Context: an optimization exercise on an open-source flow, tuned for small area and a short achievable clock period. The choices shown serve that exercise and are no tape-out recipe. Power is estimated from default activity; no workload was simulated.

the previous run:
## cordic
module cordic(CosX,SinX,theta,Sign,clock,reset);
	output [16:0] CosX,SinX;
	input  [15:0] theta;
	input  Sign,clock,reset;
	reg [15:0] X;
	reg [16:0] Y;
	reg [13:0] Z;
	reg        zsr;            
	reg [3:0]  sh;             
	wire zs = zsr;
	wire last = (sh == 4'd14);
	wire [13:0] atan =
		(sh == 4'd1)  ? 14'd3593 : (sh == 4'd2)  ? 14'd1824 :
		(sh == 4'd3)  ? 14'd916  : (sh == 4'd4)  ? 14'd458  :
		(sh == 4'd5)  ? 14'd229  : (sh == 4'd6)  ? 14'd115  :
		(sh == 4'd7)  ? 14'd57   : (sh == 4'd8)  ? 14'd29   :
		(sh == 4'd9)  ? 14'd14   : (sh == 4'd10) ? 14'd7    :
		(sh == 4'd11) ? 14'd4    : (sh == 4'd12) ? 14'd2    :
		(sh == 4'd13) ? 14'd1    : 14'd0;
	wire first = (sh == 4'd0);
	wire [13:0] zop = first ? (Y[16] ? 14'd4720 : (zs ? -14'd4719 : 14'd14447)) : (atan ^ {14{~zs}});
	wire zci = ~first & ~zs;
	wire b = X[15];
	wire ysame = &(Y[15:0] ~^ {16{Y[16]}});      
	wire neg = last & (Y[16] ^ (ysame & b & (Y[16] ^ zs)));
	wire [16:0] yx = Y ^ {17{~zs}};
	wire [32:0] yext = {{17{yx[16]}}, yx[16:1]} >> sh;
	wire [15:0] yop = yext[15:0];
	wire [15:0] xx = X ^ {16{zs}};
	wire fillx = zs & ~neg;
	wire [32:0] xext = {{18{fillx}}, xx[15:1] ^ {neg, 14'd0}} >> sh;
	wire [16:0] xop = xext[16:0];
	wire [15:0] ylow = Y[15:0] & ~(16'hFFFE << sh);
	wire yc = Y[16] & (|ylow);
	wire cx = yc ^ ~zs;
	wire cy = zs;
	wire [16:0] ya = Y ^ {17{neg}};
	wire [15:0] SumX; addx ax(.a(X), .b(yop), .ci(cx), .s(SumX));
	wire [16:0] SumY; addy ay(.a(ya), .b(xop), .ci(cy), .s(SumY));
	wire [13:0] SumZ; addz az(.a(Z), .b(zop), .ci(zci), .s(SumZ));
	wire t45 = theta[13] & theta[11] & theta[10] & theta[8];
	always @(posedge clock)
		if (reset) begin
			sh <= 4'd0;
			X <= 16'h9B74;
			Y <= Sign ? 17'h1648C : 17'h09B74;
			Z <= theta[13:0] ^ {14{Sign}};
			zsr <= ~Sign & ~t45;
		end else begin
			sh <= sh + 4'd1;
			X <= SumX;
			Y <= {SumY[16] | neg, SumY[15:0]};
			Z <= SumZ;
			zsr <= SumZ[13];
		end
  ...
Size: about 980 cells after synthesis.
==> flow/config.mk <==
export PLATFORM = sky130hd
export DESIGN_NAME = cordic
export DESIGN_NICKNAME = cordic
export VERILOG_FILES = /design/flow/design.v
export SDC_FILE = /design/flow/constraint.sdc
export NUM_CORES = 4
export LEC_CHECK = 0
export ABC_AREA = 1
export CAP_MARGIN = 20
export CORE_MARGIN = 2
export CORE_UTILIZATION = 50
export CTS_BUF_LIST = sky130_fd_sc_hd__clkbuf_8
export SETUP_SLACK_MARGIN = 0.5
export SLEW_MARGIN = 20
==> flow/constraint.sdc <==
create_clock -name core_clock -period 15.0 [get_ports {clock}]
set_input_delay 3.0000 -clock core_clock [delete_from_list [all_inputs] [get_ports {clock}]]
set_output_delay 3.0000 -clock core_clock [all_outputs]
set_load 0.01 [all_outputs]
standard.sh (not shown) runs the stock make flow with config.mk's settings and CLKGATE_MAP_FILE= SYNTH_SCRIPT=/design/flow/synth_recipe.tcl, a recipe that flattens the netlist after the stock synthesis.
==> flow/flow/run.sh <==
#!/bin/bash
# The standard layout (standard.sh) with these changes:
# repair_timing aims for a setup margin of 10.9 ns, ports get buf_2
# buffers, and Yosys maps no full or half adder cells (ADDER_MAP_FILE is
# empty, so ABC maps the adders as plain logic).
# make's output goes to flow_make.log here; each ORFS step logs under orfs/logs.
set -euo pipefail

sed -e "s|SETUP_SLACK_MARGIN=[0-9.]*|SETUP_SLACK_MARGIN=10.9 'BUFFER_PORTS_ARGS=-buffer_cell sky130_fd_sc_hd__buf_2' ADDER_MAP_FILE=|" standard.sh > my_standard.sh
bash my_standard.sh > flow_make.log 2>&1
Changes in the current run relative to the previous run:
==> flow/flow/run.sh <==
#!/bin/bash
# The standard layout (standard.sh) with these changes:
# repair_timing aims for a setup margin of 11.05 ns, ports get buf_2
# buffers, and Yosys maps no full or half adder cells (ADDER_MAP_FILE is
# empty, so ABC maps the adders as plain logic).
# make's output goes to flow_make.log here; each ORFS step logs under orfs/logs.
set -euo pipefail

sed -e "s|SETUP_SLACK_MARGIN=[0-9.]*|SETUP_SLACK_MARGIN=11.05 'BUFFER_PORTS_ARGS=-buffer_cell sky130_fd_sc_hd__buf_2' ADDER_MAP_FILE=|" standard.sh > my_standard.sh
bash my_standard.sh > flow_make.log 2>&1
### Flow results
- As far as sequential cell count goes, the current run and the previous run are indistinguishable; the numbers are identical.
- The current run went all the way through the flow, and no timing, DRC or antenna check failed.
- Delta (the current run minus the previous run): worst setup slack saw an increase, post-route cell area saw an increase, internal power consumption saw an increase, total track usage saw a decrease.
- Summary — count of plain and timing-repair buffers, the current run relative to the previous run: lower, by 3.4%.
- Compared with the previous run, the current run shows power in sequential cells higher by about 3%.
- The current run -> the previous run: number of max-slew violations in the final report delta 0, exact match
- Met2 layer usage reported by global route, the current run and the previous run: smaller value in the previous run
No functional check of the RTL was part of any run of this note.

## what the ideal ports hide
In the flow no input, the clock included, has a driving cell. The finished layouts below were timed again as built, in two steps. Step 1, drivers: a clkbuf_16 drives clock and a buf_2 each remaining input, both assumed. Step 2 adds t to the input delays and takes it off the output delays; t is the mean of the earliest and latest rising clock arrival at the registers after step 1. Input paths then give back, and output paths get back, about the clock's delay inside the block. a / b / c = ideal / step 1 / step 2; a / b = the first two.
run	t, ns	setup slack, ns	latest minus earliest clock arrival (ns)	worst data-port slew with drivers (ns)
the previous run	0.371	10.922 / 10.887 / 10.679	0.009 / 0.009	0.03
the current run	0.371	11.083 / 11.043 / 10.794	0.009 / 0.009	0.03
After both steps setup and hold are still met in every run listed. For the current run, which loses most, drivers alone change the setup slack by -0.040 ns; drivers and shift together by -0.289 ns.
